Context: an optimization exercise on an open-source flow, tuned for small area, a short achievable clock period and few clock cycles. The choices shown serve that exercise and are no tape-out recipe.
Only simulation tests tie the RTL to the original design; equivalence was not proved.
Power is estimated from default activity; no workload was simulated.

// booth_mul
module booth_mul(clk, rst, start, data_in, done, product);
  input clk, rst, start;
  input [31:0] data_in;
  output done;
  output [63:0] product;
  reg [31:0] M;              
  reg [31:0] Q;              
  reg [33:0] AS, AC;         
  reg [7:0] L1, L2;          
  reg [3:0] ONE, TWO, NEG;   
  reg        s_lm, s_lq, s_st, s_f1, s_fin, s_dn;
  reg [1:0] cnt;
  assign done = s_dn;
  assign product = {M, Q};
  wire idle = ~(s_lm | s_lq | s_st | s_fin);
  wire [8:0] nx = s_lq ? {data_in[7:0], 1'b0} : Q[15:7];
  wire nb0_2 = nx[2], nb0_1 = nx[1], nb0_0 = nx[0];
  wire nb1_2 = nx[4], nb1_1 = nx[3], nb1_0 = nx[2];
  wire nb2_2 = nx[6], nb2_1 = nx[5], nb2_0 = nx[4];
  wire nb3_2 = nx[8], nb3_1 = nx[7], nb3_0 = nx[6];
  wire [3:0] n_one = {nb3_1 ^ nb3_0, nb2_1 ^ nb2_0, nb1_1 ^ nb1_0, nb0_1 ^ nb0_0};
  wire [3:0] n_two = {(nb3_2 & ~nb3_1 & ~nb3_0) | (~nb3_2 & nb3_1 & nb3_0), (nb2_2 & ~nb2_1 & ~nb2_0) | (~nb2_2 & nb2_1 & nb2_0), (nb1_2 & ~nb1_1 & ~nb1_0) | (~nb1_2 & nb1_1 & nb1_0), (nb0_2 & ~nb0_1 & ~nb0_0) | (~nb0_2 & nb0_1 & nb0_0)};
  wire [3:0] n_neg = {nb3_2 & ~(nb3_1 & nb3_0), nb2_2 & ~(nb2_1 & nb2_0), nb1_2 & ~(nb1_1 & nb1_0), nb0_2 & ~(nb0_1 & nb0_0)};
  wire [33:0] as_i = s_f1 ? {1'b1, 33'd0} : AS;
  wire [33:0] ac_i = s_f1 ? 34'd0 : AC;
  wire [8:0] lo = s_f1 ? 9'd0 : L1 + L2;
  wire loc = lo[8];
  wire [31:0] mx = M;
  wire [32:0] x0 = {mx[31], mx} ^ {33{NEG[0]}};
  wire [33:0] pp0;
  assign pp0[32:0] = ({33{ONE[0]}} & x0) | ({33{TWO[0]}} & {x0[31:0], NEG[0]});
  assign pp0[33] = ~pp0[32];
  wire [32:0] x1 = {mx[31], mx} ^ {33{NEG[1]}};
  wire [33:0] pp1;
  assign pp1[32:0] = ({33{ONE[1]}} & x1) | ({33{TWO[1]}} & {x1[31:0], NEG[1]});
  assign pp1[33] = ~pp1[32];
  wire [32:0] x2 = {mx[31], mx} ^ {33{NEG[2]}};
  wire [33:0] pp2;
  assign pp2[32:0] = ({33{ONE[2]}} & x2) | ({33{TWO[2]}} & {x2[31:0], NEG[2]});
  assign pp2[33] = ~pp2[32];
  wire [32:0] x3 = {mx[31], mx} ^ {33{NEG[3]}};
  wire [33:0] pp3;
  assign pp3[32:0] = ({33{ONE[3]}} & x3) | ({33{TWO[3]}} & {x3[31:0], NEG[3]});
  assign pp3[33] = ~pp3[32];
  ...
Size in the first run: about 1100 cells after synthesis, about 100 I/O pins, about 12000 um2 of cells after synthesis.
==> flow/config.mk <==
export PLATFORM = sky130hd
export DESIGN_NAME = booth_mul
export DESIGN_NICKNAME = booth_mul
export VERILOG_FILES = /design/flow/design.v
export SDC_FILE = /design/flow/constraint.sdc
export NUM_CORES = 4
export LEC_CHECK = 0
export CAP_MARGIN = 20
export CORE_MARGIN = 2
export CORE_UTILIZATION = 50
export PLACE_DENSITY = 0.7
export SETUP_SLACK_MARGIN = 2.25
export SLEW_MARGIN = 20
==> flow/constraint.sdc <==
create_clock -name core_clock -period 5.0 [get_ports {clk}]
set_input_delay 1.0000 -clock core_clock [delete_from_list [all_inputs] [get_ports {clk}]]
set_output_delay 1.0000 -clock core_clock [all_outputs]
set_load 0.01 [all_outputs]
standard.sh (not shown) runs the stock make flow with config.mk's settings and CLKGATE_MAP_FILE= SYNTH_SCRIPT=/design/flow/synth_recipe.tcl, a recipe that flattens the netlist after the stock synthesis.
==> flow/flow/run.sh <==
#!/bin/bash
# Own layout flow: the standard layout (standard.sh) with three changes:
#  - synthesis: the same script (synth_recipe.tcl), except that Yosys's synth
#    runs its fine stage without its quick "abc -fast" mapping, so that the
#    full adders of the carry-save tree reach ORFS's extract_fa step intact;
#    ORFS's own abc mapping afterwards is unchanged. Registers, their names and
#    cells are those of the standard synthesis.
#  - after synthesis, flow/polarity.py removes inverters around the full-adder
#    cells (a full adder is self-dual);
#  - the input and output ports are buffered by sky130_fd_sc_hd__buf_1.
# Runs in the standard flow's work folder; each tool's output goes to a log file here.
set -euo pipefail
work=$(pwd)
res=$work/orfs/results/sky130hd/booth_mul/base
cp config.mk flow_config.mk
echo "export BUFFER_PORTS_ARGS = -buffer_cell sky130_fd_sc_hd__buf_1" >> flow_config.mk
sed 's#^proc synth {args} { yosys synth -nofsm -noshare {\*}\$args }#proc synth {args} { if {[lsearch -exact $args fine:] >= 0} { yosys synth -nofsm -noshare -noabc {*}$args } else { yosys synth -nofsm -noshare {*}$args } }#' synth_recipe.tcl > flow_synth.tcl
grep -q -- "-noabc" flow_synth.tcl
sed "s#${work}/config.mk#${work}/flow_config.mk#g; s#${work}/synth_recipe.tcl#${work}/flow_synth.tcl#g" standard.sh > flow_standard.sh
grep -q flow_config.mk flow_standard.sh
grep -q flow_synth.tcl flow_standard.sh
bash flow_standard.sh "$res/1_2_yosys.v" > flow_synth.log 2>&1
cp "$res/1_2_yosys.v" yosys_synth.v
python3 flow/polarity.py yosys_synth.v "$res/1_2_yosys.v" > flow_polarity.log 2>&1
touch "$res/1_2_yosys.v"
bash flow_standard.sh > flow_standard.log 2>&1
Other scripts of this flow, unchanged in this note and not shown: flow/flow/polarity.py
The starting point went through all stages and came out clean.
Testbench counts at the start, summed over its fixed seeds: cycles 12,800.
Next try:
==> flow/flow/run.sh (replaced) <==
#!/bin/bash
# Own layout flow: the standard layout (standard.sh) with three changes:
#  - synthesis: the same script (synth_recipe.tcl), except that in Yosys's
#    synth fine stage the full adders are extracted (extract_fa and ORFS's
#    adder map) before its quick "abc -fast" mapping instead of after it, so
#    that the adders of the carry-save tree are kept whole; ORFS's own steps
#    afterwards are unchanged. Registers, their names and cells are those of
#    the standard synthesis.
#  - after synthesis, flow/polarity.py removes inverters around the full-adder
#    cells (a full adder is self-dual);
#  - the input and output ports are buffered by sky130_fd_sc_hd__buf_1.
# Runs in the standard flow's work folder; each tool's output goes to a log file here.
set -euo pipefail
work=$(pwd)
res=$work/orfs/results/sky130hd/booth_mul/base
cp config.mk flow_config.mk
echo "export BUFFER_PORTS_ARGS = -buffer_cell sky130_fd_sc_hd__buf_1" >> flow_config.mk
python3 - <<'PY'
s = open("synth_recipe.tcl").read()
old = "proc synth {args} { yosys synth -nofsm -noshare {*}$args }"
new = ("proc synth {args} { if {[lsearch -exact $args fine:] >= 0} { "
       "yosys synth -nofsm -noshare -noabc {*}$args; yosys extract_fa; "
       "yosys techmap -map $::env(ADDER_MAP_FILE); yosys techmap; yosys opt -fast; "
       "yosys abc -fast; yosys opt -fast } else { yosys synth -nofsm -noshare {*}$args } }")
assert old in s
open("flow_synth.tcl", "w").write(s.replace(old, new))
PY
sed "s#${work}/config.mk#${work}/flow_config.mk#g; s#${work}/synth_recipe.tcl#${work}/flow_synth.tcl#g" standard.sh > flow_standard.sh
grep -q flow_config.mk flow_standard.sh
grep -q flow_synth.tcl flow_standard.sh
bash flow_standard.sh "$res/1_2_yosys.v" > flow_synth.log 2>&1
cp "$res/1_2_yosys.v" yosys_synth.v
python3 flow/polarity.py yosys_synth.v "$res/1_2_yosys.v" > flow_polarity.log 2>&1
touch "$res/1_2_yosys.v"
bash flow_standard.sh > flow_standard.log 2>&1
--- a/flow/config.mk
+++ b/flow/config.mk
@@ -11,3 +11,3 @@
 export PLACE_DENSITY = 0.7
-export SETUP_SLACK_MARGIN = 2.25
+export SETUP_SLACK_MARGIN = 2.0
 export SLEW_MARGIN = 20
The changed run went through all stages and came out clean.
Synthesized area goes up by 11%.
Cell count goes up by 13%.
Wire length goes up by 26%.
Non-clock buffer count goes down by 13.
Next try:
==> flow/flow/run.sh (replaced) <==
#!/bin/bash
# Own layout flow: the standard layout (standard.sh) with three changes:
#  - synthesis: the same script (synth_recipe.tcl), except that Yosys's synth
#    runs its fine stage without its quick "abc -fast" mapping, so that the
#    full adders of the carry-save tree reach ORFS's extract_fa step intact;
#    ORFS's own abc mapping afterwards is unchanged. Registers, their names and
#    cells are those of the standard synthesis.
#  - after synthesis, flow/polarity.py removes inverters around the full-adder
#    cells (a full adder is self-dual);
#  - the input and output ports are buffered by sky130_fd_sc_hd__buf_2.
# Runs in the standard flow's work folder; each tool's output goes to a log file here.
set -euo pipefail
work=$(pwd)
res=$work/orfs/results/sky130hd/booth_mul/base
cp config.mk flow_config.mk
echo "export BUFFER_PORTS_ARGS = -buffer_cell sky130_fd_sc_hd__buf_2" >> flow_config.mk
sed 's#^proc synth {args} { yosys synth -nofsm -noshare {\*}\$args }#proc synth {args} { if {[lsearch -exact $args fine:] >= 0} { yosys synth -nofsm -noshare -noabc {*}$args } else { yosys synth -nofsm -noshare {*}$args } }#' synth_recipe.tcl > flow_synth.tcl
grep -q -- "-noabc" flow_synth.tcl
sed "s#${work}/config.mk#${work}/flow_config.mk#g; s#${work}/synth_recipe.tcl#${work}/flow_synth.tcl#g" standard.sh > flow_standard.sh
grep -q flow_config.mk flow_standard.sh
grep -q flow_synth.tcl flow_standard.sh
bash flow_standard.sh "$res/1_2_yosys.v" > flow_synth.log 2>&1
cp "$res/1_2_yosys.v" yosys_synth.v
python3 flow/polarity.py yosys_synth.v "$res/1_2_yosys.v" > flow_polarity.log 2>&1
touch "$res/1_2_yosys.v"
bash flow_standard.sh > flow_standard.log 2>&1
The changed run completed without violations.
Setup slack degrades by 0.20 ns.
Maximum frequency is lower by a few percent.
First-iteration DRC count came out lower by well over a third.
Final area drops by a little under a tenth.
Via count fell by a quarter to a third.
Worst hold slack degrades by 0.011 ns.
Next try:
--- a/flow/flow/run.sh
+++ b/flow/flow/run.sh
@@ -9,3 +9,3 @@
 #    cells (a full adder is self-dual);
-#  - the input and output ports are buffered by sky130_fd_sc_hd__buf_2.
+#  - the input and output ports are buffered by sky130_fd_sc_hd__buf_1.
 # Runs in the standard flow's work folder; each tool's output goes to a log file here.
@@ -15,3 +15,3 @@
 cp config.mk flow_config.mk
-echo "export BUFFER_PORTS_ARGS = -buffer_cell sky130_fd_sc_hd__buf_2" >> flow_config.mk
+echo "export BUFFER_PORTS_ARGS = -buffer_cell sky130_fd_sc_hd__buf_1" >> flow_config.mk
 sed 's#^proc synth {args} { yosys synth -nofsm -noshare {\*}\$args }#proc synth {args} { if {[lsearch -exact $args fine:] >= 0} { yosys synth -nofsm -noshare -noabc {*}$args } else { yosys synth -nofsm -noshare {*}$args } }#' synth_recipe.tcl > flow_synth.tcl
--- a/flow/config.mk
+++ b/flow/config.mk
@@ -10,2 +10,3 @@
 export CORE_UTILIZATION = 50
+export GPL_TIMING_DRIVEN = 0
 export PLACE_DENSITY = 0.7
Result:
- The new run finished clean
- power went up by 4.4%
- via count went up by 5.4%
- first-iteration DRC count went up by 50%

## what the ideal ports hide
The flow's constraints put no driver on any port. The routed layouts listed below were extracted and timed again, unchanged, in two steps. Step 1 assumes that a clkbuf_16 drives the clock port and a buf_2 every other input. Step 2, shift: input delay + t, output delay - t, t = (earliest + latest rising clock arrival at the registers) / 2. This alone moves slack from input paths to output paths. a / b / c = ideal / step 1 / step 2; a / b = the first two.
| run | shift t [ns] | setup WS [ns] | worst hold slack (ns) | worst register clock-pin slew, ns |
|---|---|---|---|---|
| the first run | 0.486 | 1.831 / 1.831 / 1.831 | 0.491 / 0.491 / 0.491 | 0.09 / 0.09 |
| the second run | 0.481 | 2.007 / 2.007 / 2.007 | 0.509 / 0.509 / 0.509 | 0.07 / 0.07 |
| the third run | 0.478 | 1.808 / 1.808 / 1.808 | 0.498 / 0.498 / 0.498 | 0.08 / 0.08 |
| the fourth run | 0.489 | 1.699 / 1.699 / 1.699 | 0.500 / 0.500 / 0.500 | 0.08 / 0.08 |
After both steps every run listed still meets setup and hold.
